Source: an optimization exercise on an open RTL-to-GDS flow (aim: small area and a short achievable clock period). Production flows keep margins and buffers that such runs may drop. The RTL was checked by simulation tests, not by an equivalence proof against the original design.

==> flow/design.v (outline; a module is shown in full before it is edited, if it fits) <==
// module FA: 9 lines
// module HA: 8 lines
// module RADD: 6 lines
// module YADD: 8 lines
// module YSEL: 48 lines
// module XOR2M: 6 lines
// module INV: 5 lines
// module G_INV: 5 lines
// module G_XOR2: 6 lines
// module G_XNOR2: 6 lines
// module G_NAND2: 6 lines
// module G_NOR2: 6 lines
// module G_AOI21: 7 lines
// module G_OAI21: 7 lines
// module G_AND2: 6 lines
// module G_OR2: 6 lines
// module G_ANDN: 6 lines
// module G_ORN: 6 lines
// module G_AO21: 7 lines
// module G_MUX2: 7 lines
// module G_MUX2I: 7 lines
// module G_MUX4: 10 lines
// module QCANDN: 13 lines
// module QCAND: 11 lines
// module FIR_transposed: 6069 lines
module FIR_transposed(clk, reset, noisy_signal, filtered_real);
  // ...
==> flow/flow/run.sh <==
#!/bin/bash
# Standard layout with a larger setup-repair margin.
bash standard.sh SETUP_SLACK_MARGIN=5.8 finish > standard.log 2>&1
==> flow/standard.sh <==
#!/bin/bash
# synth_recipe.tcl (not shown) runs the flow's synth.tcl, then flattens the netlist and writes it again
# the make line also repeats each setting of config.mk as NAME=value (left out here)
make -C /OpenROAD-flow-scripts/flow DESIGN_CONFIG=/design/flow/config.mk WORK_HOME=/design/flow/orfs CLKGATE_MAP_FILE= SYNTH_SCRIPT=/design/flow/synth_recipe.tcl "${@:-finish}"
==> flow/config.mk <==
export PLATFORM = sky130hd
export DESIGN_NAME = FIR_transposed
export DESIGN_NICKNAME = FIR_transposed
export VERILOG_FILES = /design/flow/design.v
export SDC_FILE = /design/flow/constraint.sdc
export NUM_CORES = 8
export LEC_CHECK = 0
export ABC_CLOCK_PERIOD_IN_PS = 2000
export CAP_MARGIN = 20
export CORE_MARGIN = 2
export CORE_UTILIZATION = 55
export CTS_CLUSTER_DIAMETER = 100
export CTS_CLUSTER_SIZE = 22
export SETUP_SLACK_MARGIN = 5
export SLEW_MARGIN = 20
export SYNTH_HIERARCHICAL = 1
==> flow/constraint.sdc <==
create_clock -name core_clock -period 13.0 [get_ports {clk}]
set_input_delay 2.6000 -clock core_clock [delete_from_list [all_inputs] [get_ports {clk}]]
set_output_delay 2.6000 -clock core_clock [all_outputs]
set_load 0.01 [all_outputs]
==> reports/results.tsv, run 1 <==
metric	value	unit
cts_buffers	52	
drive_above_1_share	6.30	%
gr-total-overflow	0	
io_pins	34	
grt_pass1_vias	44500	
drc_errors	0	
ctsHoldBuffers	0	
vias_per_cell	5.60	
nFlopsAndLatches	913	
status	finished clean	
first_iter_violations	3108	
fp.dieH	365	µm
drtPass1Iterations	5	
clkTransAtPathRegs	0.09	ns
worst_slack	5.80	ns
finalNetCount	7250	
core	0.129	mm²
cts.sinks	913	
r2r_end	T2a[18]	
critical_path.endpoint	filtered_real[15]	
met2_usage	55.4	%
critPathRequiredTime	10.40	ns
netlist-cell-type-count	39	
largest_register_ffs	32	
period_share	55.4	%
whs_endpoint	h23[7]	
dpl.hpwl	181000	µm
grtUsageMet3	8.51	%
vias	37900	
cts_resized	164	
cts_buffer_depth	3	
routed.top_layer	met5	
n_tap_cell	1742	
wl	212000	µm
place_inst	6687	
gr-usage-met1	44.9	%
antenna_found_initial	1	
crit_type	primary input to output pin	
grt_max_degree	192	
finish.instance_area	0.0758	mm²
seq_area_share	24.1	%
==> run 2: changes to the inputs <==
--- a/flow/design.v
+++ b/flow/design.v
@@ -5820,462 +5820,460 @@
   G_XOR2 u_ra280 (.a(ra95), .b(ra247), .y(ra280));
   wire [31:0] r_d;
   assign r_d = {ra280, ra279, ra278, ra277, ra276, ra275, ra274, ra273, ra272, ra271, ra270, ra269, ra268, ra267, ra266, ra265, ra264, ra263, ra262, ra261, ra260, ra259, ra258, ra257, ra256, ra255, ra254, ra253, ra252, ra251, ra48, s4035};
   reg [31:0] R;
   always @(posedge clk) R <= reset ? r_d : 32'd3;
   wire [31:0] r = R;
   wire [15:0] y;
   wire yq1;
-  G_XNOR2 u_yq1 (.a(r[0]), .b(x[0]), .y(yq1));
+  G_XOR2 u_yq1 (.a(r[0]), .b(x[0]), .y(yq1));
   wire yq2;
-  G_INV u_yq2 (.a(r[0]), .y(yq2));
+  G_ORN u_yq2 (.a(x[0]), .b(r[0]), .y(yq2));
   wire yq3;
-  G_NOR2 u_yq3 (.a(x[0]), .b(yq2), .y(yq3));
+  G_XOR2 u_yq3 (.a(x[1]), .b(x[0]), .y(yq3));
   wire yq4;
-  G_XOR2 u_yq4 (.a(x[1]), .b(x[0]), .y(yq4));
+  G_XNOR2 u_yq4 (.a(r[1]), .b(yq3), .y(yq4));
   wire yq5;
-  G_XOR2 u_yq5 (.a(r[1]), .b(yq4), .y(yq5));
+  G_NAND2 u_yq5 (.a(x[1]), .b(x[0]), .y(yq5));
   wire yq6;
-  G_NAND2 u_yq6 (.a(x[1]), .b(x[0]), .y(yq6));
+  G_NOR2 u_yq6 (.a(x[1]), .b(x[0]), .y(yq6));
   wire yq7;
-  G_NOR2 u_yq7 (.a(x[1]), .b(x[0]), .y(yq7));
+  G_MUX2I u_yq7 (.a0(yq6), .a1(yq5), .s(r[1]), .y(yq7));
   wire yq8;
-  G_MUX2 u_yq8 (.a0(yq7), .a1(yq6), .s(r[1]), .y(yq8));
+  G_XOR2 u_yq8 (.a(x[2]), .b(x[1]), .y(yq8));
   wire yq9;
-  G_XOR2 u_yq9 (.a(x[2]), .b(x[1]), .y(yq9));
+  G_XNOR2 u_yq9 (.a(r[2]), .b(yq8), .y(yq9));
   wire yq10;
-  G_XOR2 u_yq10 (.a(r[2]), .b(yq9), .y(yq10));
+  G_NAND2 u_yq10 (.a(x[2]), .b(x[1]), .y(yq10));
   wire yq11;
-  G_NAND2 u_yq11 (.a(x[2]), .b(x[1]), .y(yq11));
+  G_NOR2 u_yq11 (.a(x[2]), .b(x[1]), .y(yq11));
   wire yq12;
-  G_NOR2 u_yq12 (.a(x[2]), .b(x[1]), .y(yq12));
+  G_MUX2I u_yq12 (.a0(yq11), .a1(yq10), .s(r[2]), .y(yq12));
   wire yq13;
-  G_MUX2 u_yq13 (.a0(yq12), .a1(yq11), .s(r[2]), .y(yq13));
+  G_XOR2 u_yq13 (.a(x[3]), .b(x[2]), .y(yq13));
   wire yq14;
-  G_XOR2 u_yq14 (.a(x[3]), .b(x[2]), .y(yq14));
+  G_XNOR2 u_yq14 (.a(r[3]), .b(yq13), .y(yq14));
   wire yq15;
-  G_XOR2 u_yq15 (.a(r[3]), .b(yq14), .y(yq15));
+  G_NAND2 u_yq15 (.a(x[3]), .b(x[2]), .y(yq15));
   wire yq16;
-  G_NAND2 u_yq16 (.a(x[3]), .b(x[2]), .y(yq16));
+  G_NOR2 u_yq16 (.a(x[3]), .b(x[2]), .y(yq16));
   wire yq17;
-  G_NOR2 u_yq17 (.a(x[3]), .b(x[2]), .y(yq17));
+  G_MUX2I u_yq17 (.a0(yq16), .a1(yq15), .s(r[3]), .y(yq17));
   wire yq18;
-  G_MUX2 u_yq18 (.a0(yq17), .a1(yq16), .s(r[3]), .y(yq18));
+  G_XOR2 u_yq18 (.a(x[4]), .b(x[3]), .y(yq18));
   wire yq19;
-  G_XOR2 u_yq19 (.a(x[4]), .b(x[3]), .y(yq19));
+  G_XNOR2 u_yq19 (.a(r[4]), .b(yq18), .y(yq19));
   wire yq20;
-  G_XOR2 u_yq20 (.a(r[4]), .b(yq19), .y(yq20));
+  G_NAND2 u_yq20 (.a(x[4]), .b(x[3]), .y(yq20));
   wire yq21;
-  G_NAND2 u_yq21 (.a(x[4]), .b(x[3]), .y(yq21));
+  G_NOR2 u_yq21 (.a(x[4]), .b(x[3]), .y(yq21));
   wire yq22;
-  G_NOR2 u_yq22 (.a(x[4]), .b(x[3]), .y(yq22));
+  G_MUX2I u_yq22 (.a0(yq21), .a1(yq20), .s(r[4]), .y(yq22));
   wire yq23;
-  G_MUX2 u_yq23 (.a0(yq22), .a1(yq21), .s(r[4]), .y(yq23));
+  G_XOR2 u_yq23 (.a(x[5]), .b(x[4]), .y(yq23));
   wire yq24;
-  G_XOR2 u_yq24 (.a(x[5]), .b(x[4]), .y(yq24));
+  G_XNOR2 u_yq24 (.a(r[5]), .b(yq23), .y(yq24));
   wire yq25;
-  G_XOR2 u_yq25 (.a(r[5]), .b(yq24), .y(yq25));
+  G_NAND2 u_yq25 (.a(x[5]), .b(x[4]), .y(yq25));
   wire yq26;
-  G_NAND2 u_yq26 (.a(x[5]), .b(x[4]), .y(yq26));
+  G_NOR2 u_yq26 (.a(x[5]), .b(x[4]), .y(yq26));
   wire yq27;
-  G_NOR2 u_yq27 (.a(x[5]), .b(x[4]), .y(yq27));
+  G_MUX2I u_yq27 (.a0(yq26), .a1(yq25), .s(r[5]), .y(yq27));
   wire yq28;
-  G_MUX2 u_yq28 (.a0(yq27), .a1(yq26), .s(r[5]), .y(yq28));
+  G_XOR2 u_yq28 (.a(x[6]), .b(x[5]), .y(yq28));
   wire yq29;
-  G_XOR2 u_yq29 (.a(x[6]), .b(x[5]), .y(yq29));
+  G_XNOR2 u_yq29 (.a(r[6]), .b(yq28), .y(yq29));
   wire yq30;
-  G_XOR2 u_yq30 (.a(r[6]), .b(yq29), .y(yq30));
+  G_NAND2 u_yq30 (.a(x[6]), .b(x[5]), .y(yq30));
   wire yq31;
-  G_NAND2 u_yq31 (.a(x[6]), .b(x[5]), .y(yq31));
+  G_NOR2 u_yq31 (.a(x[6]), .b(x[5]), .y(yq31));
   wire yq32;
-  G_NOR2 u_yq32 (.a(x[6]), .b(x[5]), .y(yq32));
+  G_MUX2I u_yq32 (.a0(yq31), .a1(yq30), .s(r[6]), .y(yq32));
   wire yq33;
-  G_MUX2 u_yq33 (.a0(yq32), .a1(yq31), .s(r[6]), .y(yq33));
+  G_XOR2 u_yq33 (.a(x[7]), .b(x[6]), .y(yq33));
   wire yq34;
-  G_XOR2 u_yq34 (.a(x[7]), .b(x[6]), .y(yq34));
+  G_XNOR2 u_yq34 (.a(r[7]), .b(yq33), .y(yq34));
   wire yq35;
-  G_XOR2 u_yq35 (.a(r[7]), .b(yq34), .y(yq35));
+  G_NAND2 u_yq35 (.a(x[7]), .b(x[6]), .y(yq35));
   wire yq36;
-  G_NAND2 u_yq36 (.a(x[7]), .b(x[6]), .y(yq36));
+  G_NOR2 u_yq36 (.a(x[7]), .b(x[6]), .y(yq36));
   wire yq37;
-  G_NOR2 u_yq37 (.a(x[7]), .b(x[6]), .y(yq37));
+  G_MUX2I u_yq37 (.a0(yq36), .a1(yq35), .s(r[7]), .y(yq37));
   wire yq38;
-  G_MUX2 u_yq38 (.a0(yq37), .a1(yq36), .s(r[7]), .y(yq38));
+  G_XOR2 u_yq38 (.a(x[8]), .b(x[7]), .y(yq38));
   wire yq39;
-  G_XOR2 u_yq39 (.a(x[8]), .b(x[7]), .y(yq39));
+  G_XNOR2 u_yq39 (.a(r[8]), .b(yq38), .y(yq39));
   wire yq40;
-  G_XOR2 u_yq40 (.a(r[8]), .b(yq39), .y(yq40));
+  G_NAND2 u_yq40 (.a(x[8]), .b(x[7]), .y(yq40));
   wire yq41;
-  G_NAND2 u_yq41 (.a(x[8]), .b(x[7]), .y(yq41));
+  G_NOR2 u_yq41 (.a(x[8]), .b(x[7]), .y(yq41));
   wire yq42;
-  G_NOR2 u_yq42 (.a(x[8]), .b(x[7]), .y(yq42));
+  G_MUX2I u_yq42 (.a0(yq41), .a1(yq40), .s(r[8]), .y(yq42));
   wire yq43;
-  G_MUX2 u_yq43 (.a0(yq42), .a1(yq41), .s(r[8]), .y(yq43));
+  G_XOR2 u_yq43 (.a(x[9]), .b(x[8]), .y(yq43));
   wire yq44;
-  G_XOR2 u_yq44 (.a(x[9]), .b(x[8]), .y(yq44));
+  G_XNOR2 u_yq44 (.a(r[9]), .b(yq43), .y(yq44));
   wire yq45;
-  G_XOR2 u_yq45 (.a(r[9]), .b(yq44), .y(yq45));
+  G_NAND2 u_yq45 (.a(x[9]), .b(x[8]), .y(yq45));
   wire yq46;
-  G_NAND2 u_yq46 (.a(x[9]), .b(x[8]), .y(yq46));
+  G_NOR2 u_yq46 (.a(x[9]), .b(x[8]), .y(yq46));
   wire yq47;
-  G_NOR2 u_yq47 (.a(x[9]), .b(x[8]), .y(yq47));
+  G_MUX2I u_yq47 (.a0(yq46), .a1(yq45), .s(r[9]), .y(yq47));
   wire yq48;
-  G_MUX2 u_yq48 (.a0(yq47), .a1(yq46), .s(r[9]), .y(yq48));
+  G_XOR2 u_yq48 (.a(x[10]), .b(x[9]), .y(yq48));
   wire yq49;
-  G_XOR2 u_yq49 (.a(x[10]), .b(x[9]), .y(yq49));
+  G_XNOR2 u_yq49 (.a(r[10]), .b(yq48), .y(yq49));
   wire yq50;
-  G_XOR2 u_yq50 (.a(r[10]), .b(yq49), .y(yq50));
+  G_NAND2 u_yq50 (.a(x[10]), .b(x[9]), .y(yq50));
   wire yq51;
-  G_NAND2 u_yq51 (.a(x[10]), .b(x[9]), .y(yq51));
+  G_NOR2 u_yq51 (.a(x[10]), .b(x[9]), .y(yq51));
   wire yq52;
-  G_NOR2 u_yq52 (.a(x[10]), .b(x[9]), .y(yq52));
+  G_MUX2I u_yq52 (.a0(yq51), .a1(yq50), .s(r[10]), .y(yq52));
   wire yq53;
-  G_MUX2 u_yq53 (.a0(yq52), .a1(yq51), .s(r[10]), .y(yq53));
+  G_XOR2 u_yq53 (.a(x[11]), .b(x[10]), .y(yq53));
   wire yq54;
-  G_XOR2 u_yq54 (.a(x[11]), .b(x[10]), .y(yq54));
+  G_XNOR2 u_yq54 (.a(r[11]), .b(yq53), .y(yq54));
   wire yq55;
-  G_XOR2 u_yq55 (.a(r[11]), .b(yq54), .y(yq55));
+  G_NAND2 u_yq55 (.a(x[11]), .b(x[10]), .y(yq55));
   wire yq56;
-  G_NAND2 u_yq56 (.a(x[11]), .b(x[10]), .y(yq56));
+  G_NOR2 u_yq56 (.a(x[11]), .b(x[10]), .y(yq56));
   wire yq57;
-  G_NOR2 u_yq57 (.a(x[11]), .b(x[10]), .y(yq57));
+  G_MUX2I u_yq57 (.a0(yq56), .a1(yq55), .s(r[11]), .y(yq57));
   wire yq58;
-  G_MUX2 u_yq58 (.a0(yq57), .a1(yq56), .s(r[11]), .y(yq58));
+  G_XOR2 u_yq58 (.a(x[12]), .b(x[11]), .y(yq58));
   wire yq59;
-  G_XOR2 u_yq59 (.a(x[12]), .b(x[11]), .y(yq59));
+  G_XNOR2 u_yq59 (.a(r[12]), .b(yq58), .y(yq59));
   wire yq60;
-  G_XOR2 u_yq60 (.a(r[12]), .b(yq59), .y(yq60));
+  G_NAND2 u_yq60 (.a(x[12]), .b(x[11]), .y(yq60));
   wire yq61;
-  G_NAND2 u_yq61 (.a(x[12]), .b(x[11]), .y(yq61));
+  G_NOR2 u_yq61 (.a(x[12]), .b(x[11]), .y(yq61));
   wire yq62;
-  G_NOR2 u_yq62 (.a(x[12]), .b(x[11]), .y(yq62));
+  G_MUX2I u_yq62 (.a0(yq61), .a1(yq60), .s(r[12]), .y(yq62));
   wire yq63;
-  G_MUX2 u_yq63 (.a0(yq62), .a1(yq61), .s(r[12]), .y(yq63));
+  G_XOR2 u_yq63 (.a(x[13]), .b(x[12]), .y(yq63));
   wire yq64;
-  G_XOR2 u_yq64 (.a(x[13]), .b(x[12]), .y(yq64));
+  G_XNOR2 u_yq64 (.a(r[13]), .b(yq63), .y(yq64));
   wire yq65;
-  G_XOR2 u_yq65 (.a(r[13]), .b(yq64), .y(yq65));
+  G_NAND2 u_yq65 (.a(x[13]), .b(x[12]), .y(yq65));
   wire yq66;
-  G_NAND2 u_yq66 (.a(x[13]), .b(x[12]), .y(yq66));
+  G_NOR2 u_yq66 (.a(x[13]), .b(x[12]), .y(yq66));
   wire yq67;
-  G_NOR2 u_yq67 (.a(x[13]), .b(x[12]), .y(yq67));
+  G_MUX2I u_yq67 (.a0(yq66), .a1(yq65), .s(r[13]), .y(yq67));
   wire yq68;
-  G_MUX2 u_yq68 (.a0(yq67), .a1(yq66), .s(r[13]), .y(yq68));
+  G_XOR2 u_yq68 (.a(x[14]), .b(x[13]), .y(yq68));
   wire yq69;
-  G_XOR2 u_yq69 (.a(x[14]), .b(x[13]), .y(yq69));
+  G_XNOR2 u_yq69 (.a(r[14]), .b(yq68), .y(yq69));
   wire yq70;
-  G_XOR2 u_yq70 (.a(r[14]), .b(yq69), .y(yq70));
+  G_NAND2 u_yq70 (.a(x[14]), .b(x[13]), .y(yq70));
   wire yq71;
-  G_NAND2 u_yq71 (.a(x[14]), .b(x[13]), .y(yq71));
+  G_NOR2 u_yq71 (.a(x[14]), .b(x[13]), .y(yq71));
   wire yq72;
-  G_NOR2 u_yq72 (.a(x[14]), .b(x[13]), .y(yq72));
+  G_MUX2I u_yq72 (.a0(yq71), .a1(yq70), .s(r[14]), .y(yq72));
   wire yq73;
-  G_MUX2 u_yq73 (.a0(yq72), .a1(yq71), .s(r[14]), .y(yq73));
+  G_XOR2 u_yq73 (.a(x[15]), .b(x[14]), .y(yq73));
   wire yq74;
-  G_XOR2 u_yq74 (.a(x[15]), .b(x[14]), .y(yq74));
+  G_XNOR2 u_yq74 (.a(r[15]), .b(yq73), .y(yq74));
   wire yq75;
-  G_XOR2 u_yq75 (.a(r[15]), .b(yq74), .y(yq75));
+  G_NAND2 u_yq75 (.a(x[15]), .b(x[14]), .y(yq75));
   wire yq76;
-  G_NAND2 u_yq76 (.a(x[15]), .b(x[14]), .y(yq76));
+  G_NOR2 u_yq76 (.a(x[15]), .b(x[14]), .y(yq76));
   wire yq77;
-  G_NOR2 u_yq77 (.a(x[15]), .b(x[14]), .y(yq77));
+  G_MUX2I u_yq77 (.a0(yq76), .a1(yq75), .s(r[15]), .y(yq77));
   wire yq78;
-  G_MUX2 u_yq78 (.a0(yq77), .a1(yq76), .s(r[15]), .y(yq78));
+  G_NOR2 u_yq78 (.a(yq4), .b(yq2), .y(yq78));
   wire yq79;
-  G_NAND2 u_yq79 (.a(yq5), .b(yq3), .y(yq79));
+  G_NAND2 u_yq79 (.a(yq4), .b(yq2), .y(yq79));
   wire yq80;
-  G_NOR2 u_yq80 (.a(yq5), .b(yq3), .y(yq80));
+  G_NOR2 u_yq80 (.a(yq9), .b(yq7), .y(yq80));
   wire yq81;
-  G_NAND2 u_yq81 (.a(yq10), .b(yq8), .y(yq81));
+  G_NAND2 u_yq81 (.a(yq9), .b(yq7), .y(yq81));
   wire yq82;
-  G_NOR2 u_yq82 (.a(yq10), .b(yq8), .y(yq82));
+  G_NOR2 u_yq82 (.a(yq14), .b(yq12), .y(yq82));
   wire yq83;
-  G_NAND2 u_yq83 (.a(yq15), .b(yq13), .y(yq83));
+  G_NAND2 u_yq83 (.a(yq14), .b(yq12), .y(yq83));
   wire yq84;
-  G_NOR2 u_yq84 (.a(yq15), .b(yq13), .y(yq84));
+  G_NOR2 u_yq84 (.a(yq19), .b(yq17), .y(yq84));
   wire yq85;
-  G_NAND2 u_yq85 (.a(yq20), .b(yq18), .y(yq85));
+  G_NAND2 u_yq85 (.a(yq19), .b(yq17), .y(yq85));
   wire yq86;
-  G_NOR2 u_yq86 (.a(yq20), .b(yq18), .y(yq86));
+  G_NOR2 u_yq86 (.a(yq24), .b(yq22), .y(yq86));
   wire yq87;
-  G_NAND2 u_yq87 (.a(yq25), .b(yq23), .y(yq87));
+  G_NAND2 u_yq87 (.a(yq24), .b(yq22), .y(yq87));
   wire yq88;
-  G_NOR2 u_yq88 (.a(yq25), .b(yq23), .y(yq88));
+  G_NOR2 u_yq88 (.a(yq29), .b(yq27), .y(yq88));
   wire yq89;
-  G_NAND2 u_yq89 (.a(yq30), .b(yq28), .y(yq89));
+  G_NAND2 u_yq89 (.a(yq29), .b(yq27), .y(yq89));
   wire yq90;
-  G_NOR2 u_yq90 (.a(yq30), .b(yq28), .y(yq90));
+  G_NOR2 u_yq90 (.a(yq34), .b(yq32), .y(yq90));
   wire yq91;
-  G_NAND2 u_yq91 (.a(yq35), .b(yq33), .y(yq91));
+  G_NAND2 u_yq91 (.a(yq34), .b(yq32), .y(yq91));
   wire yq92;
-  G_NOR2 u_yq92 (.a(yq35), .b(yq33), .y(yq92));
+  G_NOR2 u_yq92 (.a(yq39), .b(yq37), .y(yq92));
   wire yq93;
-  G_NAND2 u_yq93 (.a(yq40), .b(yq38), .y(yq93));
+  G_NAND2 u_yq93 (.a(yq39), .b(yq37), .y(yq93));
   wire yq94;
-  G_NOR2 u_yq94 (.a(yq40), .b(yq38), .y(yq94));
+  G_NOR2 u_yq94 (.a(yq44), .b(yq42), .y(yq94));
   wire yq95;
-  G_NAND2 u_yq95 (.a(yq45), .b(yq43), .y(yq95));
+  G_NAND2 u_yq95 (.a(yq44), .b(yq42), .y(yq95));
   wire yq96;
-  G_NOR2 u_yq96 (.a(yq45), .b(yq43), .y(yq96));
+  G_NOR2 u_yq96 (.a(yq49), .b(yq47), .y(yq96));
   wire yq97;
-  G_NAND2 u_yq97 (.a(yq50), .b(yq48), .y(yq97));
+  G_NAND2 u_yq97 (.a(yq49), .b(yq47), .y(yq97));
   wire yq98;
-  G_NOR2 u_yq98 (.a(yq50), .b(yq48), .y(yq98));
+  G_NOR2 u_yq98 (.a(yq54), .b(yq52), .y(yq98));
   wire yq99;
-  G_NAND2 u_yq99 (.a(yq55), .b(yq53), .y(yq99));
+  G_NAND2 u_yq99 (.a(yq54), .b(yq52), .y(yq99));
   wire yq100;
-  G_NOR2 u_yq100 (.a(yq55), .b(yq53), .y(yq100));
+  G_NOR2 u_yq100 (.a(yq59), .b(yq57), .y(yq100));
   wire yq101;
-  G_NAND2 u_yq101 (.a(yq60), .b(yq58), .y(yq101));
+  G_NAND2 u_yq101 (.a(yq59), .b(yq57), .y(yq101));
   wire yq102;
-  G_NOR2 u_yq102 (.a(yq60), .b(yq58), .y(yq102));
+  G_NOR2 u_yq102 (.a(yq64), .b(yq62), .y(yq102));
   wire yq103;
-  G_NAND2 u_yq103 (.a(yq65), .b(yq63), .y(yq103));
+  G_NAND2 u_yq103 (.a(yq64), .b(yq62), .y(yq103));
   wire yq104;
-  G_NOR2 u_yq104 (.a(yq65), .b(yq63), .y(yq104));
+  G_NOR2 u_yq104 (.a(yq69), .b(yq67), .y(yq104));
   wire yq105;
-  G_NAND2 u_yq105 (.a(yq70), .b(yq68), .y(yq105));
+  G_NAND2 u_yq105 (.a(yq69), .b(yq67), .y(yq105));
   wire yq106;
-  G_NOR2 u_yq106 (.a(yq70), .b(yq68), .y(yq106));
+  G_NOR2 u_yq106 (.a(yq74), .b(yq72), .y(yq106));
   wire yq107;
-  G_NAND2 u_yq107 (.a(yq75), .b(yq73), .y(yq107));
+  G_NAND2 u_yq107 (.a(yq74), .b(yq72), .y(yq107));
   wire yq108;
-  G_NOR2 u_yq108 (.a(yq75), .b(yq73), .y(yq108));
+  G_INV u_yq108 (.a(yq78), .y(yq108));
   wire yq109;
-  G_INV u_yq109 (.a(yq79), .y(yq109));
+  G_AOI21 u_yq109 (.a1(yq83), .a2(yq80), .b1(yq82), .y(yq109));
   wire yq110;
-  G_OAI21 u_yq110 (.a1(yq84), .a2(yq81), .b1(yq83), .y(yq110));
+  G_NAND2 u_yq110 (.a(yq83), .b(yq81), .y(yq110));
   wire yq111;
-  G_NOR2 u_yq111 (.a(yq84), .b(yq82), .y(yq111));
+  G_AOI21 u_yq111 (.a1(yq87), .a2(yq84), .b1(yq86), .y(yq111));
   wire yq112;
-  G_OAI21 u_yq112 (.a1(yq88), .a2(yq85), .b1(yq87), .y(yq112));
+  G_NAND2 u_yq112 (.a(yq87), .b(yq85), .y(yq112));
   wire yq113;
-  G_NOR2 u_yq113 (.a(yq88), .b(yq86), .y(yq113));
+  G_AOI21 u_yq113 (.a1(yq91), .a2(yq88), .b1(yq90), .y(yq113));
   wire yq114;
-  G_OAI21 u_yq114 (.a1(yq92), .a2(yq89), .b1(yq91), .y(yq114));
+  G_NAND2 u_yq114 (.a(yq91), .b(yq89), .y(yq114));
   wire yq115;
-  G_NOR2 u_yq115 (.a(yq92), .b(yq90), .y(yq115));
+  G_AOI21 u_yq115 (.a1(yq95), .a2(yq92), .b1(yq94), .y(yq115));
   wire yq116;
-  G_OAI21 u_yq116 (.a1(yq96), .a2(yq93), .b1(yq95), .y(yq116));
+  G_NAND2 u_yq116 (.a(yq95), .b(yq93), .y(yq116));
   wire yq117;
-  G_NOR2 u_yq117 (.a(yq96), .b(yq94), .y(yq117));
+  G_AOI21 u_yq117 (.a1(yq99), .a2(yq96), .b1(yq98), .y(yq117));
   wire yq118;
-  G_OAI21 u_yq118 (.a1(yq100), .a2(yq97), .b1(yq99), .y(yq118));
+  G_NAND2 u_yq118 (.a(yq99), .b(yq97), .y(yq118));
   wire yq119;
-  G_NOR2 u_yq119 (.a(yq100), .b(yq98), .y(yq119));
+  G_AOI21 u_yq119 (.a1(yq103), .a2(yq100), .b1(yq102), .y(yq119));
   wire yq120;
-  G_OAI21 u_yq120 (.a1(yq104), .a2(yq101), .b1(yq103), .y(yq120));
+  G_NAND2 u_yq120 (.a(yq103), .b(yq101), .y(yq120));
   wire yq121;
-  G_NOR2 u_yq121 (.a(yq104), .b(yq102), .y(yq121));
+  G_AOI21 u_yq121 (.a1(yq107), .a2(yq104), .b1(yq106), .y(yq121));
   wire yq122;
-  G_OAI21 u_yq122 (.a1(yq108), .a2(yq105), .b1(yq107), .y(yq122));
+  G_NAND2 u_yq122 (.a(yq107), .b(yq105), .y(yq122));
   wire yq123;
-  G_NOR2 u_yq123 (.a(yq108), .b(yq106), .y(yq123));
+  G_OAI21 u_yq123 (.a1(yq110), .a2(yq108), .b1(yq109), .y(yq123));
   wire yq124;
-  G_AOI21 u_yq124 (.a1(yq111), .a2(yq109), .b1(yq110), .y(yq124));
+  G_OAI21 u_yq124 (.a1(yq114), .a2(yq111), .b1(yq113), .y(yq124));
   wire yq125;
-  G_AOI21 u_yq125 (.a1(yq115), .a2(yq112), .b1(yq114), .y(yq125));
+  G_NOR2 u_yq125 (.a(yq114), .b(yq112), .y(yq125));
   wire yq126;
-  G_NAND2 u_yq126 (.a(yq115), .b(yq113), .y(yq126));
+  G_OAI21 u_yq126 (.a1(yq118), .a2(yq115), .b1(yq117), .y(yq126));
   wire yq127;
-  G_AOI21 u_yq127 (.a1(yq119), .a2(yq116), .b1(yq118), .y(yq127));
+  G_NOR2 u_yq127 (.a(yq118), .b(yq116), .y(yq127));
   wire yq128;
-  G_NAND2 u_yq128 (.a(yq119), .b(yq117), .y(yq128));
+  G_OAI21 u_yq128 (.a1(yq122), .a2(yq119), .b1(yq121), .y(yq128));
   wire yq129;
-  G_AOI21 u_yq129 (.a1(yq123), .a2(yq120), .b1(yq122), .y(yq129));
+  G_NOR2 u_yq129 (.a(yq122), .b(yq120), .y(yq129));
   wire yq130;
-  G_NAND2 u_yq130 (.a(yq123), .b(yq121), .y(yq130));
+  G_AOI21 u_yq130 (.a1(yq125), .a2(yq123), .b1(yq124), .y(yq130));
   wire yq131;
-  G_OAI21 u_yq131 (.a1(yq126), .a2(yq124), .b1(yq125), .y(yq131));
+  G_AOI21 u_yq131 (.a1(yq129), .a2(yq126), .b1(yq128), .y(yq131));
   wire yq132;
-  G_OAI21 u_yq132 (.a1(yq130), .a2(yq127), .b1(yq129), .y(yq132));
+  G_NAND2 u_yq132 (.a(yq129), .b(yq127), .y(yq132));
   wire yq133;
-  G_NOR2 u_yq133 (.a(yq130), .b(yq128), .y(yq133));
+  G_OAI21 u_yq133 (.a1(yq132), .a2(yq130), .b1(yq131), .y(yq133));
   wire yq134;
-  G_AOI21 u_yq134 (.a1(yq133), .a2(yq131), .b1(yq132), .y(yq134));
+  G_OAI21 u_yq134 (.a1(yq132), .a2(yq130), .b1(yq131), .y(yq134));
   wire yq135;
-  G_AOI21 u_yq135 (.a1(yq133), .a2(yq131), .b1(yq132), .y(yq135));
+  G_OAI21 u_yq135 (.a1(yq132), .a2(yq130), .b1(yq131), .y(yq135));
   wire yq136;
-  G_AOI21 u_yq136 (.a1(yq133), .a2(yq131), .b1(yq132), .y(yq136));
-  wire yq137;
-  G_AOI21 u_yq137 (.a1(yq133), .a2(yq131), .b1(yq132), .y(yq137));
+  G_OAI21 u_yq136 (.a1(yq132), .a2(yq130), .b1(yq131), .y(yq136));
   wire [15:0] rh = r[31:16];
   wire [15:0] n0, np1, np2, nm1, nm2;
   QCANDN u_qc (.rh(rh), .n0(n0), .np1(np1), .np2(np2), .nm1(nm1), .nm2(nm2));
+  wire yq137;
+  G_MUX2I u_yq137 (.a0(nm2[0]), .a1(n0[0]), .s(x[15]), .y(yq137));
   wire yq138;
-  G_MUX2I u_yq138 (.a0(nm2[0]), .a1(n0[0]), .s(x[15]), .y(yq138));
+  G_MUX2I u_yq138 (.a0(nm1[0]), .a1(np1[0]), .s(x[15]), .y(yq138));
   wire yq139;
-  G_MUX2I u_yq139 (.a0(nm1[0]), .a1(np1[0]), .s(x[15]), .y(yq139));
+  G_MUX2I u_yq139 (.a0(n0[0]), .a1(np2[0]), .s(x[15]), .y(yq139));
   wire yq140;
-  G_MUX2I u_yq140 (.a0(n0[0]), .a1(np2[0]), .s(x[15]), .y(yq140));
+  G_MUX2I u_yq140 (.a0(yq138), .a1(yq137), .s(yq77), .y(yq140));
   wire yq141;
-  G_MUX2I u_yq141 (.a0(yq138), .a1(yq139), .s(yq78), .y(yq141));
+  G_MUX2I u_yq141 (.a0(yq139), .a1(yq138), .s(yq77), .y(yq141));
+  G_MUX2I u_yo0 (.a0(yq140), .a1(yq141), .s(yq133), .y(y[0]));
   wire yq142;
-  G_MUX2I u_yq142 (.a0(yq139), .a1(yq140), .s(yq78), .y(yq142));
-  G_MUX2I u_yo0 (.a0(yq142), .a1(yq141), .s(yq134), .y(y[0]));
+  G_MUX2I u_yq142 (.a0(nm2[1]), .a1(n0[1]), .s(x[15]), .y(yq142));
   wire yq143;
-  G_MUX2I u_yq143 (.a0(nm2[1]), .a1(n0[1]), .s(x[15]), .y(yq143));
+  G_MUX2I u_yq143 (.a0(nm1[1]), .a1(np1[1]), .s(x[15]), .y(yq143));
   wire yq144;
-  G_MUX2I u_yq144 (.a0(nm1[1]), .a1(np1[1]), .s(x[15]), .y(yq144));
+  G_MUX2I u_yq144 (.a0(n0[1]), .a1(np2[1]), .s(x[15]), .y(yq144));
   wire yq145;
-  G_MUX2I u_yq145 (.a0(n0[1]), .a1(np2[1]), .s(x[15]), .y(yq145));
+  G_MUX2I u_yq145 (.a0(yq143), .a1(yq142), .s(yq77), .y(yq145));
   wire yq146;
-  G_MUX2I u_yq146 (.a0(yq143), .a1(yq144), .s(yq78), .y(yq146));
+  G_MUX2I u_yq146 (.a0(yq144), .a1(yq143), .s(yq77), .y(yq146));
+  G_MUX2I u_yo1 (.a0(yq145), .a1(yq146), .s(yq133), .y(y[1]));
   wire yq147;
-  G_MUX2I u_yq147 (.a0(yq144), .a1(yq145), .s(yq78), .y(yq147));
-  G_MUX2I u_yo1 (.a0(yq147), .a1(yq146), .s(yq134), .y(y[1]));
+  G_MUX2I u_yq147 (.a0(nm2[2]), .a1(n0[2]), .s(x[15]), .y(yq147));
   wire yq148;
-  G_MUX2I u_yq148 (.a0(nm2[2]), .a1(n0[2]), .s(x[15]), .y(yq148));
+  G_MUX2I u_yq148 (.a0(nm1[2]), .a1(np1[2]), .s(x[15]), .y(yq148));
   wire yq149;
-  G_MUX2I u_yq149 (.a0(nm1[2]), .a1(np1[2]), .s(x[15]), .y(yq149));
+  G_MUX2I u_yq149 (.a0(n0[2]), .a1(np2[2]), .s(x[15]), .y(yq149));
   wire yq150;
-  G_MUX2I u_yq150 (.a0(n0[2]), .a1(np2[2]), .s(x[15]), .y(yq150));
+  G_MUX2I u_yq150 (.a0(yq148), .a1(yq147), .s(yq77), .y(yq150));
   wire yq151;
-  G_MUX2I u_yq151 (.a0(yq148), .a1(yq149), .s(yq78), .y(yq151));
+  G_MUX2I u_yq151 (.a0(yq149), .a1(yq148), .s(yq77), .y(yq151));
+  G_MUX2I u_yo2 (.a0(yq150), .a1(yq151), .s(yq133), .y(y[2]));
   wire yq152;
-  G_MUX2I u_yq152 (.a0(yq149), .a1(yq150), .s(yq78), .y(yq152));
-  G_MUX2I u_yo2 (.a0(yq152), .a1(yq151), .s(yq134), .y(y[2]));
+  G_MUX2I u_yq152 (.a0(nm2[3]), .a1(n0[3]), .s(x[15]), .y(yq152));
   wire yq153;
-  G_MUX2I u_yq153 (.a0(nm2[3]), .a1(n0[3]), .s(x[15]), .y(yq153));
+  G_MUX2I u_yq153 (.a0(nm1[3]), .a1(np1[3]), .s(x[15]), .y(yq153));
   wire yq154;
-  G_MUX2I u_yq154 (.a0(nm1[3]), .a1(np1[3]), .s(x[15]), .y(yq154));
+  G_MUX2I u_yq154 (.a0(n0[3]), .a1(np2[3]), .s(x[15]), .y(yq154));
   wire yq155;
-  G_MUX2I u_yq155 (.a0(n0[3]), .a1(np2[3]), .s(x[15]), .y(yq155));
+  G_MUX2I u_yq155 (.a0(yq153), .a1(yq152), .s(yq77), .y(yq155));
   wire yq156;
-  G_MUX2I u_yq156 (.a0(yq153), .a1(yq154), .s(yq78), .y(yq156));
+  G_MUX2I u_yq156 (.a0(yq154), .a1(yq153), .s(yq77), .y(yq156));
+  G_MUX2I u_yo3 (.a0(yq155), .a1(yq156), .s(yq133), .y(y[3]));
   wire yq157;
-  G_MUX2I u_yq157 (.a0(yq154), .a1(yq155), .s(yq78), .y(yq157));
-  G_MUX2I u_yo3 (.a0(yq157), .a1(yq156), .s(yq134), .y(y[3]));
+  G_MUX2I u_yq157 (.a0(nm2[4]), .a1(n0[4]), .s(x[15]), .y(yq157));
   wire yq158;
-  G_MUX2I u_yq158 (.a0(nm2[4]), .a1(n0[4]), .s(x[15]), .y(yq158));
+  G_MUX2I u_yq158 (.a0(nm1[4]), .a1(np1[4]), .s(x[15]), .y(yq158));
   wire yq159;
-  G_MUX2I u_yq159 (.a0(nm1[4]), .a1(np1[4]), .s(x[15]), .y(yq159));
+  G_MUX2I u_yq159 (.a0(n0[4]), .a1(np2[4]), .s(x[15]), .y(yq159));
   wire yq160;
-  G_MUX2I u_yq160 (.a0(n0[4]), .a1(np2[4]), .s(x[15]), .y(yq160));
+  G_MUX2I u_yq160 (.a0(yq158), .a1(yq157), .s(yq77), .y(yq160));
   wire yq161;
-  G_MUX2I u_yq161 (.a0(yq158), .a1(yq159), .s(yq78), .y(yq161));
+  G_MUX2I u_yq161 (.a0(yq159), .a1(yq158), .s(yq77), .y(yq161));
+  G_MUX2I u_yo4 (.a0(yq160), .a1(yq161), .s(yq134), .y(y[4]));
   wire yq162;
-  G_MUX2I u_yq162 (.a0(yq159), .a1(yq160), .s(yq78), .y(yq162));
-  G_MUX2I u_yo4 (.a0(yq162), .a1(yq161), .s(yq135), .y(y[4]));
+  G_MUX2I u_yq162 (.a0(nm2[5]), .a1(n0[5]), .s(x[15]), .y(yq162));
   wire yq163;
-  G_MUX2I u_yq163 (.a0(nm2[5]), .a1(n0[5]), .s(x[15]), .y(yq163));
+  G_MUX2I u_yq163 (.a0(nm1[5]), .a1(np1[5]), .s(x[15]), .y(yq163));
   wire yq164;
-  G_MUX2I u_yq164 (.a0(nm1[5]), .a1(np1[5]), .s(x[15]), .y(yq164));
+  G_MUX2I u_yq164 (.a0(n0[5]), .a1(np2[5]), .s(x[15]), .y(yq164));
   wire yq165;
-  G_MUX2I u_yq165 (.a0(n0[5]), .a1(np2[5]), .s(x[15]), .y(yq165));
+  G_MUX2I u_yq165 (.a0(yq163), .a1(yq162), .s(yq77), .y(yq165));
   wire yq166;
-  G_MUX2I u_yq166 (.a0(yq163), .a1(yq164), .s(yq78), .y(yq166));
+  G_MUX2I u_yq166 (.a0(yq164), .a1(yq163), .s(yq77), .y(yq166));
+  G_MUX2I u_yo5 (.a0(yq165), .a1(yq166), .s(yq134), .y(y[5]));
   wire yq167;
-  G_MUX2I u_yq167 (.a0(yq164), .a1(yq165), .s(yq78), .y(yq167));
-  G_MUX2I u_yo5 (.a0(yq167), .a1(yq166), .s(yq135), .y(y[5]));
+  G_MUX2I u_yq167 (.a0(nm2[6]), .a1(n0[6]), .s(x[15]), .y(yq167));
   wire yq168;
-  G_MUX2I u_yq168 (.a0(nm2[6]), .a1(n0[6]), .s(x[15]), .y(yq168));
+  G_MUX2I u_yq168 (.a0(nm1[6]), .a1(np1[6]), .s(x[15]), .y(yq168));
   wire yq169;
-  G_MUX2I u_yq169 (.a0(nm1[6]), .a1(np1[6]), .s(x[15]), .y(yq169));
+  G_MUX2I u_yq169 (.a0(n0[6]), .a1(np2[6]), .s(x[15]), .y(yq169));
   wire yq170;
-  G_MUX2I u_yq170 (.a0(n0[6]), .a1(np2[6]), .s(x[15]), .y(yq170));
+  G_MUX2I u_yq170 (.a0(yq168), .a1(yq167), .s(yq77), .y(yq170));
   wire yq171;
-  G_MUX2I u_yq171 (.a0(yq168), .a1(yq169), .s(yq78), .y(yq171));
+  G_MUX2I u_yq171 (.a0(yq169), .a1(yq168), .s(yq77), .y(yq171));
+  G_MUX2I u_yo6 (.a0(yq170), .a1(yq171), .s(yq134), .y(y[6]));
   wire yq172;
-  G_MUX2I u_yq172 (.a0(yq169), .a1(yq170), .s(yq78), .y(yq172));
-  G_MUX2I u_yo6 (.a0(yq172), .a1(yq171), .s(yq135), .y(y[6]));
+  G_MUX2I u_yq172 (.a0(nm2[7]), .a1(n0[7]), .s(x[15]), .y(yq172));
   wire yq173;
-  G_MUX2I u_yq173 (.a0(nm2[7]), .a1(n0[7]), .s(x[15]), .y(yq173));
+  G_MUX2I u_yq173 (.a0(nm1[7]), .a1(np1[7]), .s(x[15]), .y(yq173));
   wire yq174;
-  G_MUX2I u_yq174 (.a0(nm1[7]), .a1(np1[7]), .s(x[15]), .y(yq174));
+  G_MUX2I u_yq174 (.a0(n0[7]), .a1(np2[7]), .s(x[15]), .y(yq174));
   wire yq175;
-  G_MUX2I u_yq175 (.a0(n0[7]), .a1(np2[7]), .s(x[15]), .y(yq175));
+  G_MUX2I u_yq175 (.a0(yq173), .a1(yq172), .s(yq77), .y(yq175));
   wire yq176;
-  G_MUX2I u_yq176 (.a0(yq173), .a1(yq174), .s(yq78), .y(yq176));
+  G_MUX2I u_yq176 (.a0(yq174), .a1(yq173), .s(yq77), .y(yq176));
+  G_MUX2I u_yo7 (.a0(yq175), .a1(yq176), .s(yq134), .y(y[7]));
   wire yq177;
-  G_MUX2I u_yq177 (.a0(yq174), .a1(yq175), .s(yq78), .y(yq177));
-  G_MUX2I u_yo7 (.a0(yq177), .a1(yq176), .s(yq135), .y(y[7]));
+  G_MUX2I u_yq177 (.a0(nm2[8]), .a1(n0[8]), .s(x[15]), .y(yq177));
   wire yq178;
-  G_MUX2I u_yq178 (.a0(nm2[8]), .a1(n0[8]), .s(x[15]), .y(yq178));
+  G_MUX2I u_yq178 (.a0(nm1[8]), .a1(np1[8]), .s(x[15]), .y(yq178));
   wire yq179;
-  G_MUX2I u_yq179 (.a0(nm1[8]), .a1(np1[8]), .s(x[15]), .y(yq179));
+  G_MUX2I u_yq179 (.a0(n0[8]), .a1(np2[8]), .s(x[15]), .y(yq179));
   wire yq180;
-  G_MUX2I u_yq180 (.a0(n0[8]), .a1(np2[8]), .s(x[15]), .y(yq180));
+  G_MUX2I u_yq180 (.a0(yq178), .a1(yq177), .s(yq77), .y(yq180));
   wire yq181;
-  G_MUX2I u_yq181 (.a0(yq178), .a1(yq179), .s(yq78), .y(yq181));
+  G_MUX2I u_yq181 (.a0(yq179), .a1(yq178), .s(yq77), .y(yq181));
+  G_MUX2I u_yo8 (.a0(yq180), .a1(yq181), .s(yq135), .y(y[8]));
   wire yq182;
-  G_MUX2I u_yq182 (.a0(yq179), .a1(yq180), .s(yq78), .y(yq182));
-  G_MUX2I u_yo8 (.a0(yq182), .a1(yq181), .s(yq136), .y(y[8]));
+  G_MUX2I u_yq182 (.a0(nm2[9]), .a1(n0[9]), .s(x[15]), .y(yq182));
   wire yq183;
-  G_MUX2I u_yq183 (.a0(nm2[9]), .a1(n0[9]), .s(x[15]), .y(yq183));
+  G_MUX2I u_yq183 (.a0(nm1[9]), .a1(np1[9]), .s(x[15]), .y(yq183));
   wire yq184;
-  G_MUX2I u_yq184 (.a0(nm1[9]), .a1(np1[9]), .s(x[15]), .y(yq184));
+  G_MUX2I u_yq184 (.a0(n0[9]), .a1(np2[9]), .s(x[15]), .y(yq184));
   wire yq185;
-  G_MUX2I u_yq185 (.a0(n0[9]), .a1(np2[9]), .s(x[15]), .y(yq185));
+  G_MUX2I u_yq185 (.a0(yq183), .a1(yq182), .s(yq77), .y(yq185));
   wire yq186;
-  G_MUX2I u_yq186 (.a0(yq183), .a1(yq184), .s(yq78), .y(yq186));
+  G_MUX2I u_yq186 (.a0(yq184), .a1(yq183), .s(yq77), .y(yq186));
+  G_MUX2I u_yo9 (.a0(yq185), .a1(yq186), .s(yq135), .y(y[9]));
   wire yq187;
-  G_MUX2I u_yq187 (.a0(yq184), .a1(yq185), .s(yq78), .y(yq187));
-  G_MUX2I u_yo9 (.a0(yq187), .a1(yq186), .s(yq136), .y(y[9]));
+  G_MUX2I u_yq187 (.a0(nm2[10]), .a1(n0[10]), .s(x[15]), .y(yq187));
   wire yq188;
-  G_MUX2I u_yq188 (.a0(nm2[10]), .a1(n0[10]), .s(x[15]), .y(yq188));
+  G_MUX2I u_yq188 (.a0(nm1[10]), .a1(np1[10]), .s(x[15]), .y(yq188));
   wire yq189;
-  G_MUX2I u_yq189 (.a0(nm1[10]), .a1(np1[10]), .s(x[15]), .y(yq189));
+  G_MUX2I u_yq189 (.a0(n0[10]), .a1(np2[10]), .s(x[15]), .y(yq189));
   wire yq190;
-  G_MUX2I u_yq190 (.a0(n0[10]), .a1(np2[10]), .s(x[15]), .y(yq190));
+  G_MUX2I u_yq190 (.a0(yq188), .a1(yq187), .s(yq77), .y(yq190));
   wire yq191;
-  G_MUX2I u_yq191 (.a0(yq188), .a1(yq189), .s(yq78), .y(yq191));
+  G_MUX2I u_yq191 (.a0(yq189), .a1(yq188), .s(yq77), .y(yq191));
+  G_MUX2I u_yo10 (.a0(yq190), .a1(yq191), .s(yq135), .y(y[10]));
   wire yq192;
-  G_MUX2I u_yq192 (.a0(yq189), .a1(yq190), .s(yq78), .y(yq192));
-  G_MUX2I u_yo10 (.a0(yq192), .a1(yq191), .s(yq136), .y(y[10]));
+  G_MUX2I u_yq192 (.a0(nm2[11]), .a1(n0[11]), .s(x[15]), .y(yq192));
   wire yq193;
-  G_MUX2I u_yq193 (.a0(nm2[11]), .a1(n0[11]), .s(x[15]), .y(yq193));
+  G_MUX2I u_yq193 (.a0(nm1[11]), .a1(np1[11]), .s(x[15]), .y(yq193));
   wire yq194;
-  G_MUX2I u_yq194 (.a0(nm1[11]), .a1(np1[11]), .s(x[15]), .y(yq194));
+  G_MUX2I u_yq194 (.a0(n0[11]), .a1(np2[11]), .s(x[15]), .y(yq194));
   wire yq195;
-  G_MUX2I u_yq195 (.a0(n0[11]), .a1(np2[11]), .s(x[15]), .y(yq195));
+  G_MUX2I u_yq195 (.a0(yq193), .a1(yq192), .s(yq77), .y(yq195));
   wire yq196;
-  G_MUX2I u_yq196 (.a0(yq193), .a1(yq194), .s(yq78), .y(yq196));
+  G_MUX2I u_yq196 (.a0(yq194), .a1(yq193), .s(yq77), .y(yq196));
+  G_MUX2I u_yo11 (.a0(yq195), .a1(yq196), .s(yq135), .y(y[11]));
   wire yq197;
-  G_MUX2I u_yq197 (.a0(yq194), .a1(yq195), .s(yq78), .y(yq197));
-  G_MUX2I u_yo11 (.a0(yq197), .a1(yq196), .s(yq136), .y(y[11]));
+  G_MUX2I u_yq197 (.a0(nm2[12]), .a1(n0[12]), .s(x[15]), .y(yq197));
   wire yq198;
-  G_MUX2I u_yq198 (.a0(nm2[12]), .a1(n0[12]), .s(x[15]), .y(yq198));
+  G_MUX2I u_yq198 (.a0(nm1[12]), .a1(np1[12]), .s(x[15]), .y(yq198));
   wire yq199;
-  G_MUX2I u_yq199 (.a0(nm1[12]), .a1(np1[12]), .s(x[15]), .y(yq199));
+  G_MUX2I u_yq199 (.a0(n0[12]), .a1(np2[12]), .s(x[15]), .y(yq199));
   wire yq200;
-  G_MUX2I u_yq200 (.a0(n0[12]), .a1(np2[12]), .s(x[15]), .y(yq200));
+  G_MUX2I u_yq200 (.a0(yq198), .a1(yq197), .s(yq77), .y(yq200));
   wire yq201;
-  G_MUX2I u_yq201 (.a0(yq198), .a1(yq199), .s(yq78), .y(yq201));
+  G_MUX2I u_yq201 (.a0(yq199), .a1(yq198), .s(yq77), .y(yq201));
+  G_MUX2I u_yo12 (.a0(yq200), .a1(yq201), .s(yq136), .y(y[12]));
   wire yq202;
-  G_MUX2I u_yq202 (.a0(yq199), .a1(yq200), .s(yq78), .y(yq202));
-  G_MUX2I u_yo12 (.a0(yq202), .a1(yq201), .s(yq137), .y(y[12]));
+  G_MUX2I u_yq202 (.a0(nm2[13]), .a1(n0[13]), .s(x[15]), .y(yq202));
   wire yq203;
-  G_MUX2I u_yq203 (.a0(nm2[13]), .a1(n0[13]), .s(x[15]), .y(yq203));
+  G_MUX2I u_yq203 (.a0(nm1[13]), .a1(np1[13]), .s(x[15]), .y(yq203));
   wire yq204;
-  G_MUX2I u_yq204 (.a0(nm1[13]), .a1(np1[13]), .s(x[15]), .y(yq204));
+  G_MUX2I u_yq204 (.a0(n0[13]), .a1(np2[13]), .s(x[15]), .y(yq204));
   wire yq205;
-  G_MUX2I u_yq205 (.a0(n0[13]), .a1(np2[13]), .s(x[15]), .y(yq205));
+  G_MUX2I u_yq205 (.a0(yq203), .a1(yq202), .s(yq77), .y(yq205));
   wire yq206;
-  G_MUX2I u_yq206 (.a0(yq203), .a1(yq204), .s(yq78), .y(yq206));
+  G_MUX2I u_yq206 (.a0(yq204), .a1(yq203), .s(yq77), .y(yq206));
+  G_MUX2I u_yo13 (.a0(yq205), .a1(yq206), .s(yq136), .y(y[13]));
   wire yq207;
-  G_MUX2I u_yq207 (.a0(yq204), .a1(yq205), .s(yq78), .y(yq207));
-  G_MUX2I u_yo13 (.a0(yq207), .a1(yq206), .s(yq137), .y(y[13]));
+  G_MUX2I u_yq207 (.a0(nm2[14]), .a1(n0[14]), .s(x[15]), .y(yq207));
   wire yq208;
-  G_MUX2I u_yq208 (.a0(nm2[14]), .a1(n0[14]), .s(x[15]), .y(yq208));
+  G_MUX2I u_yq208 (.a0(nm1[14]), .a1(np1[14]), .s(x[15]), .y(yq208));
   wire yq209;
-  G_MUX2I u_yq209 (.a0(nm1[14]), .a1(np1[14]), .s(x[15]), .y(yq209));
+  G_MUX2I u_yq209 (.a0(n0[14]), .a1(np2[14]), .s(x[15]), .y(yq209));
   wire yq210;
-  G_MUX2I u_yq210 (.a0(n0[14]), .a1(np2[14]), .s(x[15]), .y(yq210));
+  G_MUX2I u_yq210 (.a0(yq208), .a1(yq207), .s(yq77), .y(yq210));
   wire yq211;
-  G_MUX2I u_yq211 (.a0(yq208), .a1(yq209), .s(yq78), .y(yq211));
+  G_MUX2I u_yq211 (.a0(yq209), .a1(yq208), .s(yq77), .y(yq211));
+  G_MUX2I u_yo14 (.a0(yq210), .a1(yq211), .s(yq136), .y(y[14]));
   wire yq212;
-  G_MUX2I u_yq212 (.a0(yq209), .a1(yq210), .s(yq78), .y(yq212));
-  G_MUX2I u_yo14 (.a0(yq212), .a1(yq211), .s(yq137), .y(y[14]));
+  G_MUX2I u_yq212 (.a0(nm2[15]), .a1(n0[15]), .s(x[15]), .y(yq212));
   wire yq213;
-  G_MUX2I u_yq213 (.a0(nm2[15]), .a1(n0[15]), .s(x[15]), .y(yq213));
+  G_MUX2I u_yq213 (.a0(nm1[15]), .a1(np1[15]), .s(x[15]), .y(yq213));
   wire yq214;
-  G_MUX2I u_yq214 (.a0(nm1[15]), .a1(np1[15]), .s(x[15]), .y(yq214));
+  G_MUX2I u_yq214 (.a0(n0[15]), .a1(np2[15]), .s(x[15]), .y(yq214));
   wire yq215;
-  G_MUX2I u_yq215 (.a0(n0[15]), .a1(np2[15]), .s(x[15]), .y(yq215));
+  G_MUX2I u_yq215 (.a0(yq213), .a1(yq212), .s(yq77), .y(yq215));
   wire yq216;
-  G_MUX2I u_yq216 (.a0(yq213), .a1(yq214), .s(yq78), .y(yq216));
-  wire yq217;
-  G_MUX2I u_yq217 (.a0(yq214), .a1(yq215), .s(yq78), .y(yq217));
-  G_MUX2I u_yo15 (.a0(yq217), .a1(yq216), .s(yq137), .y(y[15]));
+  G_MUX2I u_yq216 (.a0(yq214), .a1(yq213), .s(yq77), .y(yq216));
+  G_MUX2I u_yo15 (.a0(yq215), .a1(yq216), .s(yq136), .y(y[15]));
   assign filtered_real = y;
 endmodule
==> flow/config.mk (replaced) <==
export PLATFORM = sky130hd
export DESIGN_NAME = FIR_transposed
export DESIGN_NICKNAME = FIR_transposed
export VERILOG_FILES = /design/flow/design.v
export SDC_FILE = /design/flow/constraint.sdc
export NUM_CORES = 8
export LEC_CHECK = 0
export ABC_CLOCK_PERIOD_IN_PS = 2000
export CAP_MARGIN = 20
export CORE_MARGIN = 2
export CORE_UTILIZATION = 65
export CTS_CLUSTER_DIAMETER = 100
export CTS_CLUSTER_SIZE = 22
export SETUP_SLACK_MARGIN = 5
export SLEW_MARGIN = 20
export SYNTH_HIERARCHICAL = 1
==> run 2 against run 1 <==
Effect of this change:
- highest routed layer unchanged
- hold slack got worse by 0.0094 ns
- non-clock buffer count decreased by 2
- count of clock-buffer cells in the layout increased by 3
- flip-flop and latch count unchanged
- still clean
- cell count decreased by 4.0%
- global-route usage increased by 5.6 points
- utilization increased by 10 points
- routed wire length decreased by 2.6%
- register-to-register slack got worse by 0.04 ns
==> reports/results.tsv, run 2 <==
metric	value	unit	change
synthCells	5010		was 5011
die_area	0.113	mm²	was 0.133 mm²
synth_commonest_cells	2119 x fa_1, 913 x dfxtp_1, 501 x nand2_1		was 2119 x fa_1, 913 x dfxtp_1, 497 x nand2_1
finish.instance_area	0.0753	mm²	was 0.0758 mm²
io_pins	34		unchanged
drv_cap	0		unchanged
gr-total-overflow	0		unchanged
placed_area	0.0732	mm²	was 0.0736 mm²
place_congestion	1.03		was 1.00
yosys.area.top_type_share	59.1	%	about the same
critPathRequiredTime	13.55	ns	was 10.40 ns
final_cell_mix	2042 x fa_1, 905 x dfxtp_1, 499 x nand2_1		was 2033 x fa_1, 904 x dfxtp_1, 496 x nand2_1
fmax	141	MHz	was 139 MHz
cts.sinks	913		unchanged
clkTransAtPathRegs	0.09	ns	about the same
fin_crit	7.10	ns	was 7.20 ns
synth_fp_nets	7239		was 7240
portBuffers	33		unchanged
clk_latency	0.68	ns	was 0.72 ns
crit_fanout	5		was 7
path_cells	ha_2 > fa_1 > fa_1 > fa_1 > fa_1 > fa_1 > fa_1 > fa_1 > fa_1 > fa_1 > fa_1 > inv_1 > fa_1 > fa_1 > nand2_1		was buf_12 > xor2_2 > xor2_1 > nor2_2 > o21ai_2 > a21oi_2 > o21ai_4 > buf_12 > a21oi_4 > buf_6 > buf_4 > mux2i_1 > buf_2
syn_area_per_cell	14.3	µm²	about the same
hold_viol_final	0		unchanged
synth_seq_cells	913		unchanged
num_rows	121		was 132
synth_area_leaders	fa_1 59%, dfxtp_1 25%, nand2_1 2.6%, nor2_1 2.5%, ha_1 1.6%		unchanged
synthMostInstantiatedCell	fa_1		unchanged
vias	38400		was 37900
cts_buffer_depth	3		unchanged
synth_top_area_cell	fa_1		unchanged
largest_register	R		unchanged
ctsHoldBuffers	0		unchanged
largest_register_ffs	32		unchanged
top_regs	R (32), T1a (31), T2a (30)		unchanged
drc_errors	0		unchanged
initial_utilization	65.7	%	was 55.5%
crit_type	flop to flop		was primary input to output pin
yosys_warnings	7		unchanged
wl	206000	µm	was 212000 µm
path_delay_family	adder cells		was compound AO/OA/AOI/OAI gates
groute.usage.overall	39.7	%	was 34.1%
grt_pass1_wl	307000	µm	was 312000 µm
worst_slew_margin_rel	25.3	%	was 29.4%
synth_seq_area_share	25.5	%	was 25.4%
drv_slew	0		unchanged
die_w	336	µm	was 365 µm
ant_nets	0		unchanged
cts_buffers	50		was 52
synth_flop_cell	dfxtp_1		unchanged
cts_root_buffer	clkbuf_16		unchanged
crit_buf_inv	1		was 5
cpMostUsedCell	fa_1		was buf_12
synth_edf_count	0		unchanged
core	0.109	mm²	was 0.129 mm²
grt_max_degree	165		was 192
ctsHtreeMaxLevel	2		unchanged
grt_pass1_vias	44900		was 44500
max_stage_delay	0.92	ns	was 0.24 ns
status	finished clean		unchanged
vias_per_cell	5.90		was 5.60
worst_path_max_delay_cell	fa_1		was a21oi_2
tns	0	ns	unchanged
syn_to_final_growth	4.93	%	was 5.49%
netlist-cell-type-count	38		was 39
cts_tree	yes		unchanged
drtPass1Iterations	5		unchanged
async_flop_share	0	%	unchanged
syn_area	0.0718	mm²	about the same
worstSetupEndpointType	flop		was output pin
min_path_type	flop to flop		unchanged
first_iter_violations	3266		was 3108
worstMarginPinSlew	1.12	ns	was 1.06 ns
wire_per_inst	31.7	µm	was 31.2 µm
final_common_cell	fa_1		unchanged
drive_above_1_share	5.69	%	was 6.30%
finalNetCount	7245		was 7250
finalSetupViolations	0		unchanged
crit_path_start_kind	flop		was primary input
fp.dieH	336	µm	was 365 µm
dpl.hpwl	177000	µm	was 181000 µm
rsz0062_at_grt	false		was true
period_share	54.6	%	was 55.4%
antenna_found_initial	3		was 1
fin_skew	0.0406	ns	was 0.0629 ns
cp.arrival	7.64	ns	was 4.60 ns
==> run 2: cell count changes in the layout (fill, tap and decap cells not counted), sizes merged, moves of 8 or more <==
cell	before	now
mux2	15	0
mux2i	96	111
xnor2	61	76
xor2	94	79
buf	63	51
clkbuf	55	63
==> run 2: through the flow <==
step	instances	setup slack (ns)	util (%)	hold WS, ns
finish	6507	5.90	69.0	0.339
global placement	6424	4.65	67.0	0.353
floorplan	5010	6.35	-	0.351
global route	6505	5.80	69.0	0.355
CTS	6501	5.71	68.6	0.342
detailed placement	6424	4.60	67.0	0.355
==> run 2: routing by layer <==
| layer | vias to the layer above | part of all wire [%] | GRT usage (%) |
|---|---|---|---|
| li1 | 15100 | - | - |
| met1 | 20900 | 37 | 51.5 |
| met2 | 1736 | 47 | 62.2 |
| met3 | 594 | 9.5 | 11.0 |
| met4 | 6 | 6.6 | 20.1 |
| met5 | - | 0.019 | 0 |
==> run 2: cell type report <==
| class | instances | area, µm² |
|---|---|---|
| sequential | 913 | 18300 |
| antenna | 2 | 5.00 |
| multi-input combinational | 3715 | 52000 |
| timing repair buffer | 73 | 698 |
| fill | 7792 | 33900 |
| inverter | 263 | 995 |
| clock inverter | 10 | 148 |
| tap | 1476 | 1850 |
| clock buffer | 55 | 1290 |
==> run 2: per-module statistics from Yosys, one instance, submodules excluded, a selection <==
module / area [µm²] / flops+latches
FA: 20.0 / 0
G_ANDN: 13.8 / 0
G_AO21: 7.51 / 0
G_AOI21: 8.76 / 0
G_MUX2I: 10.0 / 0
G_NAND2: 3.75 / 0
G_OR2: 6.26 / 0
G_ORN: 6.26 / 0
G_XNOR2: 8.76 / 0
HA: 12.5 / 0
INV: 3.75 / 0
==> run 2: timing repair <==
item / 4_1_cts / 5_1_grt
setup endpoints to repair: 38 / 42
cloned: 2 / 0
resized for setup: 127 / 150
setup buffers: 10 / 4
pin swaps: 7 / 11
==> run 2: worst paths after layout <==
path	startpoint	endpoint	slack [ns]	cells past startpoint
worst min register to register	h42[11]	h43[11]	0.34	1
worst max register to register	h27[12]	T1b[18]	5.90	15
worst min-delay path	h42[11]	h43[11]	0.34	1
worst max-delay path	h27[12]	T1b[18]	5.90	15
==> run 2: logic make-up (layout without fill, tap and decap cells) <==
| logic type | after synthesis | after routing | synth area share, % |
|---|---|---|---|
| AO/OA/AOI/OAI | 87 | 87 | 0.884 |
| XOR/XNOR | 155 | 155 | 1.89 |
| adder cells (fa/ha/maj) | 2211 | 2211 | 60.7 |
| buffers and inverters | 382 | 401 | 2.71 |
| flip-flops | 913 | 913 | 25.5 |
| multiplexers | 111 | 111 | 1.55 |
| other | 0 | 2 | 0 |
| AND/OR/NAND/NOR | 1151 | 1151 | 6.77 |
==> run 3: changes to the inputs <==
==> flow/flow/run.sh (replaced) <==
#!/bin/bash
# Standard layout with a larger setup-repair margin.
bash standard.sh SETUP_SLACK_MARGIN=6.2 finish > standard.log 2>&1
==> run 3 against run 2 <==
Effect of this change:
- first-iteration DRC count is 2.3% higher
- non-clock buffer count grew 187
- critical path type is now primary input to output pin
- critical path depth decreased by 2
- still clean
- largest cell class unchanged
- flip-flop and latch count stayed put
==> reports/results.tsv, run 3 <==
metric	value	unit	change
synthCells	5010		unchanged
clk_latency	0.68	ns	about the same
dpl.hpwl	177000	µm	unchanged
drc_errors	0		unchanged
r2r_end	T2a[18]		was T1b[18]
fin_skew	0.0387	ns	was 0.0406 ns
top_regs	R (32), T1a (31), T2a (30)		unchanged
synth_top_area_cell	fa_1		unchanged
finish.instance_area	0.0787	mm²	was 0.0753 mm²
vias_per_cell	5.87		was 5.90
status	finished clean		unchanged
ctsHoldBuffers	0		unchanged
cts_buffers	50		unchanged
finalSetupViolations	0		unchanged
fin_crit	7.00	ns	was 7.10 ns
wl_met3	20500	µm	was 19600 µm
ant_nets	0		unchanged
min_path_type	flop to flop		unchanged
syn_area	0.0718	mm²	unchanged
crit_start	noisy_signal[6]		was h27[12]
rsz0062_at_grt	true		was false
worstReg2RegStart	h34[13]		was h27[12]
async_flop_share	0	%	unchanged
first_iter_violations	3341		was 3266
hold_viol_final	0		unchanged
crit_path_start_kind	primary input		was flop
netlist-cell-type-count	38		unchanged
yosys_warnings	7		unchanged
dr_wl_met2	99400	µm	was 97100 µm
fp.dieH	336	µm	unchanged
syn_area_per_cell	14.3	µm²	unchanged
drive_above_1_share	18.0	%	was 5.69%
period_share	53.8	%	was 54.6%
clkTransAtPathRegs	0.09	ns	about the same
critPathRequiredTime	10.40	ns	was 13.55 ns
final_cell_mix	1702 x fa_1, 848 x dfxtp_1, 496 x nand2_1		was 2042 x fa_1, 905 x dfxtp_1, 499 x nand2_1
whs_endpoint	h23[7]		was h43[11]
initial_utilization	65.7	%	unchanged
fill_cells	7389		was 7792
synth_seq_area_share	25.5	%	unchanged
fmax	143	MHz	was 141 MHz
synth_edf_count	0		unchanged
cts_buffer_depth	3		unchanged
wl_met1	76700	µm	was 75900 µm
worstMarginPinSlew	1.12	ns	about the same
vias	39300		was 38400
placed_area	0.0732	mm²	unchanged
drv_slew	0		unchanged
largest_register	R		unchanged
n_antenna_cell	0		was 2
io_pins	34		unchanged
final_common_cell	fa_1		unchanged
finalNetCount	7433		was 7245
syn_to_final_growth	9.68	%	was 4.93%
synth_seq_cells	913		unchanged
antenna_found_initial	2		was 3
ff_latch_area	0.0184	mm²	was 0.0183 mm²
synth_flop_cell	dfxtp_1		unchanged
synth_fp_nets	7239		unchanged
groute.usage.overall	40.2	%	was 39.7%
drtPass1Iterations	5		unchanged
routed.top_layer	met5		unchanged
ctsHtreeMaxLevel	2		unchanged
worstSetupEndpointType	output pin		was flop
cts_tree	yes		unchanged
place_congestion	1.03		unchanged
drv_cap	0		unchanged
hold_depth	1		unchanged
cp.arrival	4.40	ns	was 7.64 ns
[run 3: cell counts after synthesis]
No cell type changed its count.
[run 3: critical path, stage by stage]
cell and delay, ns:
buf_8 0.13, xor2_2 0.17, xnor2_1 0.20, nand2_1 0.13, a21oi_2 0.17, o21ai_2 0.08, a21oi_4 0.14, buf_12 0.15
o21ai_4 0.08, buf_6 0.13, buf_6 0.11, mux2i_1 0.14, buf_2 0.15
[run 3: layer usage]
metal / GRT usage [%] / vias up
met5: 0 / -
met4: 21.4 / 4
met3: 10.6 / 605
met2: 62.7 / 1831
met1: 52.6 / 21300
li1: - / 15500
[run 3: area by class of cell]
cell class | instances | area share [%]
clock buffer | 55 | 1.64
clock inverter | 10 | 0.188
tap | 1476 | 2.35
multi-input combinational | 3716 | 67.9
inverter | 263 | 1.27
sequential | 913 | 23.4
timing repair buffer | 260 | 3.32
[run 3: cell families (layout without fill, tap and decap cells)]
| logic type | after synthesis | in the layout | share of synthesized area (%) |
|---|---|---|---|
| AO/OA/AOI/OAI | 87 | 88 | 0.884 |
| XOR/XNOR | 155 | 155 | 1.89 |
| adder cells (fa/ha/maj) | 2211 | 2211 | 60.7 |
| buffers and inverters | 382 | 588 | 2.71 |
| flip-flops | 913 | 913 | 25.5 |
| multiplexers | 111 | 111 | 1.55 |
| AND/OR/NAND/NOR | 1151 | 1151 | 6.77 |
[run 3: worst max path at each step]
stage                                   end  depth (start not counted)
after floorplan                     T1a[17]                         15
after global placement    filtered_real[15]                         10
after detailed placement  filtered_real[14]                         10
after CTS                  filtered_real[2]                         14
after global routing       filtered_real[2]                         14
final                      filtered_real[2]                         13
[run 3: repair_timing]
| action | in CTS | in global routing |
|---|---|---|
| resized for setup | 609 | 244 |
| pin swaps | 99 | 138 |
| setup buffers | 68 | 133 |
| cloned | 3 | 0 |
| setup endpoints to repair | 64 | 50 |
[run 3: stage by stage]
stage	hold slack [ns]	utilization [%]	cells	setup WS, ns
2_1_floorplan	0.351	-	5010	6.35
3_3_place_gp	0.353	67.0	6424	4.65
3_5_place_dp	0.355	67.0	6424	4.60
4_1_cts	0.342	70.3	6560	6.03
5_1_grt	0.359	72.1	6693	5.88
6_report	0.346	72.1	6693	6.00
[run 3: modules after synthesis, one instance, submodules excluded, excerpt]
module	copies in the design	cells	flops+latches	cell area, µm²
G_NAND2	39	1	0	3.75
G_AND2	78	1	0	6.26
G_NOR2	35	1	0	3.75
HA	87	1	0	12.5
FIR_transposed	1	2161	913	23500
G_AO21	65	1	0	7.51
G_ORN	6	1	0	6.26
G_XNOR2	24	1	0	8.76
G_INV	10	1	0	3.75
INV	1	1	0	3.75
QCANDN	1	171	0	1200

## afterwards: timing with drivers on the ports
The flow's constraints put no driver on any port. The routed layouts listed below were extracted and timed again, unchanged, in two steps.
Step 1 (the two cells are an assumption about what drives the block):
set clk [get_ports {clk}]
set_driving_cell -lib_cell sky130_fd_sc_hd__clkbuf_16 $clk
set_driving_cell -lib_cell sky130_fd_sc_hd__buf_2 [delete_from_list [all_inputs] $clk]
Step 2 moves the port delays by t, midway between the first and last clock arrival at a register: inputs arrive t later, outputs are due t later. That takes back most of the time a late clock gives input paths.
Slacks: no drivers / after step 1 / after step 2; pairs: no drivers / after step 1.
run | t (ns) | setup slack, ns | worst setup path at the end
run 1 | 0.766 | 5.802 / 5.739 / 5.583 | input to register
run 2 | 0.743 | 5.902 / 5.879 / 5.662 | input to register
run 3 | 0.740 | 6.000 / 5.939 / 5.731 | input to register
After both steps setup and hold are still met in every run listed. The setup slack of run 3, which loses most, moves by -0.061 ns with the drivers and by -0.269 ns with both steps.
